From an optimization exercise on the open Yosys and OpenROAD flow, aimed at small area, a short achievable clock period and few clock cycles per item; shortcuts taken in it are not production practice. At most, simulation tests tie the RTL to the original design; equivalence was not proved. Power figures rest on the tool's default switching activity, not on a simulated workload.

==> build 28 <==
==> flow/design.v <==
module unidad_math (
    input  logic        clk,
    input  logic        rst_n,
    input  logic        start,
    input  logic [1:0]  op,        
    input  logic [15:0] a,
    input  logic [15:0] b,
    output logic [31:0] result,
    output logic        done
);
    logic [31:0] R;       
    logic [15:0] A;       
    logic        f_mul, f_div, f_sq, f_bcd;    
    logic        g0, g1;   
    logic [2:0]  cnt;
    logic        busy;
    logic [18:0] X, P, Q2, Q3, S1, S2, S3, cs_s, cs_c;
    logic        sub;
    assign sub = f_div | f_sq;
    assign X  = f_mul ? {3'b000, R[31:16]} : {1'b0, R[31:14]};
    assign P  = {{3{sub}}, A & {16{g0}}};
    assign Q2 = {{2{sub}}, A[15:3] & {13{g1}}, f_sq ? 4'b1011 : {A[2:0] & {3{g1}}, sub}};
    assign Q3 = {{2{sub}}, A[15:3] & {13{g1}}, f_sq ? 4'b0111 : {A[2:0] & {3{g1}}, sub}};
    assign S1   = X + P  + {18'd0, sub};
    assign S2   = X + Q2 + {18'd0, sub};
    assign cs_s = X ^ P ^ Q3;
    assign cs_c = {((X[17:0] & P[17:0]) | (X[17:0] & Q3[17:0]) | (P[17:0] & Q3[17:0])), sub};
    assign S3   = cs_s + cs_c + {18'd0, sub};
    logic [1:0]  d_q;
    logic [15:0] d_r;
    always_comb begin
        if (!S3[18])      begin d_q = 2'd3; d_r = S3[15:0]; end
        else if (!S2[18]) begin d_q = 2'd2; d_r = S2[15:0]; end
        else if (!S1[18]) begin d_q = 2'd1; d_r = S1[15:0]; end
        else              begin d_q = 2'd0; d_r = X[15:0];  end
    end
    function automatic logic [3:0] add3(input logic [3:0] d);
        logic ge5;
        ge5 = d[3] | (d[2] & (d[1] | d[0]));
        add3 = {ge5,
                (d[2] & ~d[1] & ~d[0]) | (d[3] & d[0]),
                (~d[2] & d[1]) | (d[1] & d[0]) | (d[3] & ~d[0]),
                d[0] ^ ge5};
    endfunction
    function automatic logic [19:0] dabble(input logic [19:0] d, input logic bit_in);
        dabble = {d[18:16], add3(d[15:12]), add3(d[11:8]), add3(d[7:4]), add3(d[3:0]), bit_in};
    endfunction
    logic [19:0] b_d;
    always_comb begin
        b_d = R[19:0];
        for (int i = 0; i < 4; i++) b_d = dabble(b_d, A[15 - i]);
    end
    logic [1:0] l_dq, l_dr;
    always_comb begin
        l_dq = 2'd0; l_dr = a[15:14];
        if (b[15:2] == 14'd0)
            case (b[1:0])
                2'd0: begin l_dq = 2'd3;              l_dr = a[15:14]; end
                2'd1: begin l_dq = a[15:14];          l_dr = 2'd0; end
                2'd2: begin l_dq = {1'b0, a[15]};     l_dr = {1'b0, a[14]}; end
                default: begin l_dq = {1'b0, &a[15:14]}; l_dr = &a[15:14] ? 2'd0 : a[15:14]; end
            endcase
    end
    logic [1:0] l_sq;
    logic [2:0] l_sr;
    always_comb begin
        if (a[15:12] >= 4'd9)      begin l_sq = 2'd3; l_sr = 3'(a[15:12] - 4'd9); end
        else if (a[15:12] >= 4'd4) begin l_sq = 2'd2; l_sr = 3'(a[15:12] - 4'd4); end
        else if (a[15:12] >= 4'd1) begin l_sq = 2'd1; l_sr = 3'(a[15:12] - 4'd1); end
        else                       begin l_sq = 2'd0; l_sr = 3'd0; end
    end
    logic [3:0] l_b;
    assign l_b = add3({1'b0, a[15:13]});
    always_ff @(posedge clk) begin
        if (!rst_n) begin
            busy <= 1'b0;
            done <= 1'b0;
        end else begin
            done <= busy && !start && cnt == 3'd0;
            if (start)              busy <= 1'b1;
            else if (cnt == 3'd0)   busy <= 1'b0;
        end
    end
    always_ff @(posedge clk) begin
        cnt <= cnt - 3'd1;
        if (start) begin
            f_mul <= op == 2'd0;
            f_div <= op == 2'd1;
            f_sq  <= op == 2'd2;
            f_bcd <= op == 2'd3;
            g0    <= op != 2'd0 || b[0];
            g1    <= op != 2'd0 || b[1];
            case (op)
                2'd0: begin R <= {16'd0, b};                    A <= a;               cnt <= 3'd7; end
                2'd1: begin R <= {14'd0, l_dr, a[13:0], l_dq};  A <= ~b;              cnt <= 3'd6; end
                2'd2: begin R <= {11'd0, l_sr, a[11:0], 6'd0};  A <= ~{11'd0, l_sq, 3'b001}; cnt <= 3'd2; end
                default: begin R <= {27'd0, l_b, a[12]};        A <= {a[11:0], 4'd0}; cnt <= 3'd2; end
            endcase
        end else begin
            g0 <= !f_mul || R[2];
            g1 <= !f_mul || R[3];
            if (f_mul)      R <= {S3[17:0], R[15:2]};
            else if (f_div) R <= {d_r, R[13:0], d_q};
            else if (f_sq)  R <= (cnt == 3'd0) ? {24'd0, ~A[8:3], d_q} : {d_r[13:0], R[13:0], 4'd0};
            else            R <= {12'd0, b_d};
            if (f_sq)       A <= {A[15:11], A[8:3], ~d_q, A[2:0]};
            else if (f_bcd) A <= {A[11:0], 4'd0};
        end
    end
    assign result = R;
endmodule
==> flow/flow/run.sh <==
#!/bin/bash
# The standard layout, with the port buffers as plain buf_4 cells instead of
# the delay-cell buffers buffer_ports picks by default.
set -euo pipefail
export BUFFER_PORTS_ARGS="-buffer_cell sky130_fd_sc_hd__buf_4"
bash standard.sh > standard.log 2>&1
==> flow/standard.sh <==
#!/bin/bash
# synth_recipe.tcl (not shown) runs the flow's synth.tcl, then flattens the netlist and writes it again
# the make line also repeats each setting of config.mk as NAME=value (left out here)
make -C /OpenROAD-flow-scripts/flow DESIGN_CONFIG=/design/flow/config.mk WORK_HOME=/design/flow/orfs CLKGATE_MAP_FILE= SYNTH_SCRIPT=/design/flow/synth_recipe.tcl "${@:-finish}"
==> flow/config.mk <==
export PLATFORM = sky130hd
export DESIGN_NAME = unidad_math
export DESIGN_NICKNAME = unidad_math
export VERILOG_FILES = /design/flow/design.v
export SDC_FILE = /design/flow/constraint.sdc
export NUM_CORES = 4
export LEC_CHECK = 0
export CAP_MARGIN = 20
export CORE_MARGIN = 2
export CORE_UTILIZATION = 45
export PLACE_DENSITY = 0.6
export SETUP_SLACK_MARGIN = 4
export SLEW_MARGIN = 20
==> flow/constraint.sdc <==
create_clock -name core_clock -period 8.0 [get_ports {clk}]
set_input_delay 1.6000 -clock core_clock [delete_from_list [all_inputs] [get_ports {clk}]]
set_output_delay 1.6000 -clock core_clock [all_outputs]
set_load 0.01 [all_outputs]
==> build 59 (differences from build 28) <==
--- a/flow/design.v
+++ b/flow/design.v
@@ -13,3 +13,2 @@
     logic        f_mul, f_div, f_sq, f_bcd;    
-    logic        g0, g1;   
     logic [2:0]  cnt;
@@ -19,6 +18,22 @@
     assign sub = f_div | f_sq;
-    assign X  = f_mul ? {3'b000, R[31:16]} : {1'b0, R[31:14]};
-    assign P  = {{3{sub}}, A & {16{g0}}};
-    assign Q2 = {{2{sub}}, A[15:3] & {13{g1}}, f_sq ? 4'b1011 : {A[2:0] & {3{g1}}, sub}};
-    assign Q3 = {{2{sub}}, A[15:3] & {13{g1}}, f_sq ? 4'b0111 : {A[2:0] & {3{g1}}, sub}};
+    always_comb begin
+        X = {3'b000, R[31:16]};
+        if (f_div) X = {1'b0, R[31:14]};
+        if (f_sq)  X = {8'd0, R[22:16], A[15:12]};
+    end
+    always_comb begin
+        if (f_sq) begin
+            P  = ~{8'd0, R[7:0], 3'b001};
+            Q2 = ~{7'd0, R[7:0], 4'b0100};
+            Q3 = ~{7'd0, R[7:0], 4'b1000};
+        end else if (f_div) begin
+            P  = {3'b111, A};
+            Q2 = {2'b11, A, 1'b1};
+            Q3 = {2'b11, A, 1'b1};
+        end else begin
+            P  = {3'b000, A & {16{R[0]}}};
+            Q2 = {2'b00, A & {16{R[1]}}, 1'b0};
+            Q3 = {2'b00, A & {16{R[1]}}, 1'b0};
+        end
+    end
     assign S1   = X + P  + {18'd0, sub};
@@ -90,4 +105,2 @@
             f_bcd <= op == 2'd3;
-            g0    <= op != 2'd0 || b[0];
-            g1    <= op != 2'd0 || b[1];
             case (op)
@@ -95,3 +108,3 @@
                 2'd1: begin R <= {14'd0, l_dr, a[13:0], l_dq};  A <= ~b;              cnt <= 3'd6; end
-                2'd2: begin R <= {11'd0, l_sr, a[11:0], 6'd0};  A <= ~{11'd0, l_sq, 3'b001}; cnt <= 3'd2; end
+                2'd2: begin R <= {13'd0, l_sr, 14'd0, l_sq};    A <= {a[11:0], 4'd0}; cnt <= 3'd2; end
                 default: begin R <= {27'd0, l_b, a[12]};        A <= {a[11:0], 4'd0}; cnt <= 3'd2; end
@@ -99,10 +112,7 @@
         end else begin
-            g0 <= !f_mul || R[2];
-            g1 <= !f_mul || R[3];
             if (f_mul)      R <= {S3[17:0], R[15:2]};
             else if (f_div) R <= {d_r, R[13:0], d_q};
-            else if (f_sq)  R <= (cnt == 3'd0) ? {24'd0, ~A[8:3], d_q} : {d_r[13:0], R[13:0], 4'd0};
+            else if (f_sq)  R <= {9'd0, (cnt == 3'd0) ? 7'd0 : d_r[6:0], 8'd0, R[5:0], d_q};
             else            R <= {12'd0, b_d};
-            if (f_sq)       A <= {A[15:11], A[8:3], ~d_q, A[2:0]};
-            else if (f_bcd) A <= {A[11:0], 4'd0};
+            if (f_sq | f_bcd) A <= {A[11:0], 4'd0};
         end
--- a/flow/config.mk
+++ b/flow/config.mk
@@ -7,2 +7,3 @@
 export LEC_CHECK = 0
+export ABC_AREA = 1
 export CAP_MARGIN = 20
@@ -11,3 +12,3 @@
 export PLACE_DENSITY = 0.6
-export SETUP_SLACK_MARGIN = 4
+export SETUP_SLACK_MARGIN = 5
 export SLEW_MARGIN = 20
==> build 40 (differences from build 28) <==
==> flow/design.v (replaced) <==
module unidad_math (
    input  logic        clk,
    input  logic        rst_n,
    input  logic        start,
    input  logic [1:0]  op,        
    input  logic [15:0] a,
    input  logic [15:0] b,
    output logic [31:0] result,
    output logic        done
);
    logic [31:0] R;       
    logic [15:0] A;       
    logic [1:0]  op_r;
    logic [2:0]  cnt;
    logic        busy;
    logic        sub, sq;
    logic [18:0] X, P, Q2, Q3, S1, S2, S3, cs_s, cs_c;
    logic [11:0] q_p, q_q2, q_q3;
    assign sub  = op_r[0] ^ op_r[1];
    assign sq   = op_r[1];
    assign q_p  = {1'b0, R[7:0], 3'b001};
    assign q_q2 = {R[7:0], 4'b0100};
    assign q_q3 = {R[7:0], 4'b1000};
    always_comb begin
        case (op_r)
            2'd1:    X = {1'b0, R[31:14]};
            2'd2:    X = {8'd0, R[22:16], A[15:12]};
            default: X = {3'b000, R[31:16]};
        endcase
    end
    assign P   = (sq ? {7'd0, q_p}  : {3'b000, A})       ^ {19{sub}};
    assign Q2  = (sq ? {7'd0, q_q2} : {2'b00, A, 1'b0})  ^ {19{sub}};
    assign Q3  = (sq ? {7'd0, q_q3} : {2'b00, A, 1'b0})  ^ {19{sub}};
    assign S1  = X + P  + {18'd0, sub};
    assign S2  = X + Q2 + {18'd0, sub};
    assign cs_s = X ^ P ^ Q3;
    assign cs_c = {((X[17:0] & P[17:0]) | (X[17:0] & Q3[17:0]) | (P[17:0] & Q3[17:0])), sub};
    assign S3  = cs_s + cs_c + {18'd0, sub};
    logic [17:0] m_hi;
    always_comb
        case (R[1:0])
            2'd0: m_hi = X[17:0];
            2'd1: m_hi = S1[17:0];
            2'd2: m_hi = S2[17:0];
            default: m_hi = S3[17:0];
        endcase
    logic [1:0]  d_q;
    logic [15:0] d_r;
    always_comb begin
        if (!S3[18])      begin d_q = 2'd3; d_r = S3[15:0]; end
        else if (!S2[18]) begin d_q = 2'd2; d_r = S2[15:0]; end
        else if (!S1[18]) begin d_q = 2'd1; d_r = S1[15:0]; end
        else              begin d_q = 2'd0; d_r = X[15:0];  end
    end
    function automatic logic [19:0] dabble(input logic [19:0] d, input logic bit_in);
        logic [19:0] t;
        t = d;
        for (int k = 0; k < 5; k++)
            if (t[4*k +: 4] >= 4'd5) t[4*k +: 4] = t[4*k +: 4] + 4'd3;
        dabble = {t[18:0], bit_in};
    endfunction
    logic [19:0] b_d;
    always_comb begin
        b_d = R[19:0];
        for (int i = 0; i < 4; i++) b_d = dabble(b_d, A[15 - i]);
    end
    logic [1:0] l_dq, l_dr;
    always_comb begin
        l_dq = 2'd0; l_dr = a[15:14];
        if (b[15:2] == 14'd0)
            case (b[1:0])
                2'd0: begin l_dq = 2'd3;              l_dr = a[15:14]; end
                2'd1: begin l_dq = a[15:14];          l_dr = 2'd0; end
                2'd2: begin l_dq = {1'b0, a[15]};     l_dr = {1'b0, a[14]}; end
                default: begin l_dq = {1'b0, &a[15:14]}; l_dr = &a[15:14] ? 2'd0 : a[15:14]; end
            endcase
    end
    logic [1:0] l_sq;
    logic [2:0] l_sr;
    always_comb begin
        if (a[15:12] >= 4'd9)      begin l_sq = 2'd3; l_sr = 3'(a[15:12] - 4'd9); end
        else if (a[15:12] >= 4'd4) begin l_sq = 2'd2; l_sr = 3'(a[15:12] - 4'd4); end
        else if (a[15:12] >= 4'd1) begin l_sq = 2'd1; l_sr = 3'(a[15:12] - 4'd1); end
        else                       begin l_sq = 2'd0; l_sr = 3'd0; end
    end
    logic [3:0] l_b;
    assign l_b = (a[15:13] >= 3'd5) ? {1'b0, a[15:13]} + 4'd3 : {1'b0, a[15:13]};
    always_ff @(posedge clk) begin
        if (!rst_n) begin
            busy <= 1'b0;
            done <= 1'b0;
        end else begin
            done <= 1'b0;
            if (start) begin
                busy <= 1'b1;
                op_r <= op;
                case (op)
                    2'd0: begin R <= {16'd0, b};                    A <= a;               cnt <= 3'd7; end
                    2'd1: begin R <= {14'd0, l_dr, a[13:0], l_dq};  A <= b;               cnt <= 3'd6; end
                    2'd2: begin R <= {13'd0, l_sr, 14'd0, l_sq};    A <= {a[11:0], 4'd0}; cnt <= 3'd2; end
                    default: begin R <= {27'd0, l_b, a[12]};        A <= {a[11:0], 4'd0}; cnt <= 3'd2; end
                endcase
            end else if (busy) begin
                cnt <= cnt - 3'd1;
                if (cnt == 3'd0) begin
                    busy <= 1'b0;
                    done <= 1'b1;
                end
                case (op_r)
                    2'd0: R <= {m_hi, R[15:2]};
                    2'd1: R <= {d_r, R[13:0], d_q};
                    2'd2: begin
                        R[22:16] <= (cnt == 3'd0) ? 7'd0 : d_r[6:0];
                        R[7:0]   <= {R[5:0], d_q};
                        A        <= {A[11:0], 4'd0};
                    end
                    default: begin
                        R[19:0] <= b_d;
                        A       <= {A[11:0], 4'd0};
                    end
                endcase
            end
        end
    end
    assign result = R;
endmodule
==> flow/run.sh (new file) <==
#!/bin/bash
# synth_recipe.tcl (not shown) runs the flow's synth.tcl, then flattens the netlist and writes it again
# the make line also repeats each setting of config.mk as NAME=value (left out here)
make -C /OpenROAD-flow-scripts/flow DESIGN_CONFIG=/design/flow/config.mk WORK_HOME=/design/flow/orfs CLKGATE_MAP_FILE= SYNTH_SCRIPT=/design/flow/synth_recipe.tcl finish
--- a/flow/config.mk
+++ b/flow/config.mk
@@ -11,3 +11,2 @@
 export PLACE_DENSITY = 0.6
-export SETUP_SLACK_MARGIN = 4
 export SLEW_MARGIN = 20
removed: flow/flow/run.sh
removed: flow/standard.sh
==> notes.md <==
Met1 wire length: build 59 15000 um; build 28 15700 um; build 40 16900 um
Highest clock rate: build 59 264 MHz; build 28 250 MHz; build 40 149 MHz
Simple-gate share of the synthesized area: build 59 0.259; build 28 0.205; build 40 0.187
Postcts setup bufs: build 59 48; build 28 17; build 40 0
Clock period minus worst slack: build 59 3.79 ns; build 28 3.99 ns; build 40 6.70 ns
Final non-clock buffer share: build 59 0.117; build 28 0.0957; build 40 0.0667
M1 GR Usage: build 59 0.529; build 28 0.456; build 40 0.446
Clock network share of area: build 59 0.0253; build 28 0.0296; build 40 0.0142
Data arrival time of the critical path: build 59 4.00 ns; build 28 4.26 ns; build 40 6.75 ns
Sw Ratio: build 59 0.539; build 28 0.523; build 40 0.534
Post-Synthesis Cells: build 59 1221; build 28 1286; build 40 1335
Maximum clock skew at final layout: build 59 0.0164 ns; build 28 0.00988 ns; build 40 0.0142 ns
Result of the run: build 59 finished clean; build 28 finished clean; build 40 finished clean
Area of the multi-input gates: build 59 6480 um^2; build 28 8010 um^2; build 40 8230 um^2
Layout sequential cell count: build 59 57; build 28 59; build 40 55
Final Total Pwr: build 59 0.00383 W; build 28 0.00438 W; build 40 0.00403 W
Internal Pwr Total: build 59 0.00176 W; build 28 0.00209 W; build 40 0.00188 W
Multi-input combinational cell count: build 59 943; build 28 1070; build 40 1125
Placeable core region: build 59 17200 um^2; build 28 20400 um^2; build 40 22800 um^2
Most common cell after layout, fill and taps aside: build 59 sky130_fd_sc_hd__nand2_1; build 28 sky130_fd_sc_hd__buf_4; build 40 sky130_fd_sc_hd__nand2_1
Testbench counts of build 59, summed over its fixed seeds: cycles 134,524, items 16,000.
For build 28 and build 40, only the layout was checked, not whether the RTL still works.

-- port drivers added, routing unchanged --
The results above use ideal ports. As a check the final layouts listed here were re-extracted and re-timed, cells and wires unchanged.
Step 1 sets driving cells, clkbuf_16 on the clock port and buf_2 on the other inputs (assumed; they add their load-dependent delay and slew).
Step 2 adds t to the input delays and takes it off the output delays; t is the mean of the earliest and latest rising clock arrival at the registers after step 1. Input paths then give back, and output paths get back, about the clock's delay inside the block.
Slacks: no drivers / after step 1 / after step 2; pairs: no drivers / after step 1.
run | t, ns | setup slack, ns | worst register clock-pin slew, ns
build 28 | 0.385 | 4.006 / 4.006 / 3.680 | 0.06 / 0.06
build 59 | 0.386 | 4.210 / 4.210 / 4.210 | 0.06 / 0.06
build 40 | 0.350 | 1.300 / 1.300 / 1.300 | 0.08 / 0.08
After both steps setup and hold are still met in every run listed. The setup slack of build 28, which loses most, moves by 0.000 ns with the drivers and by -0.326 ns with both steps.
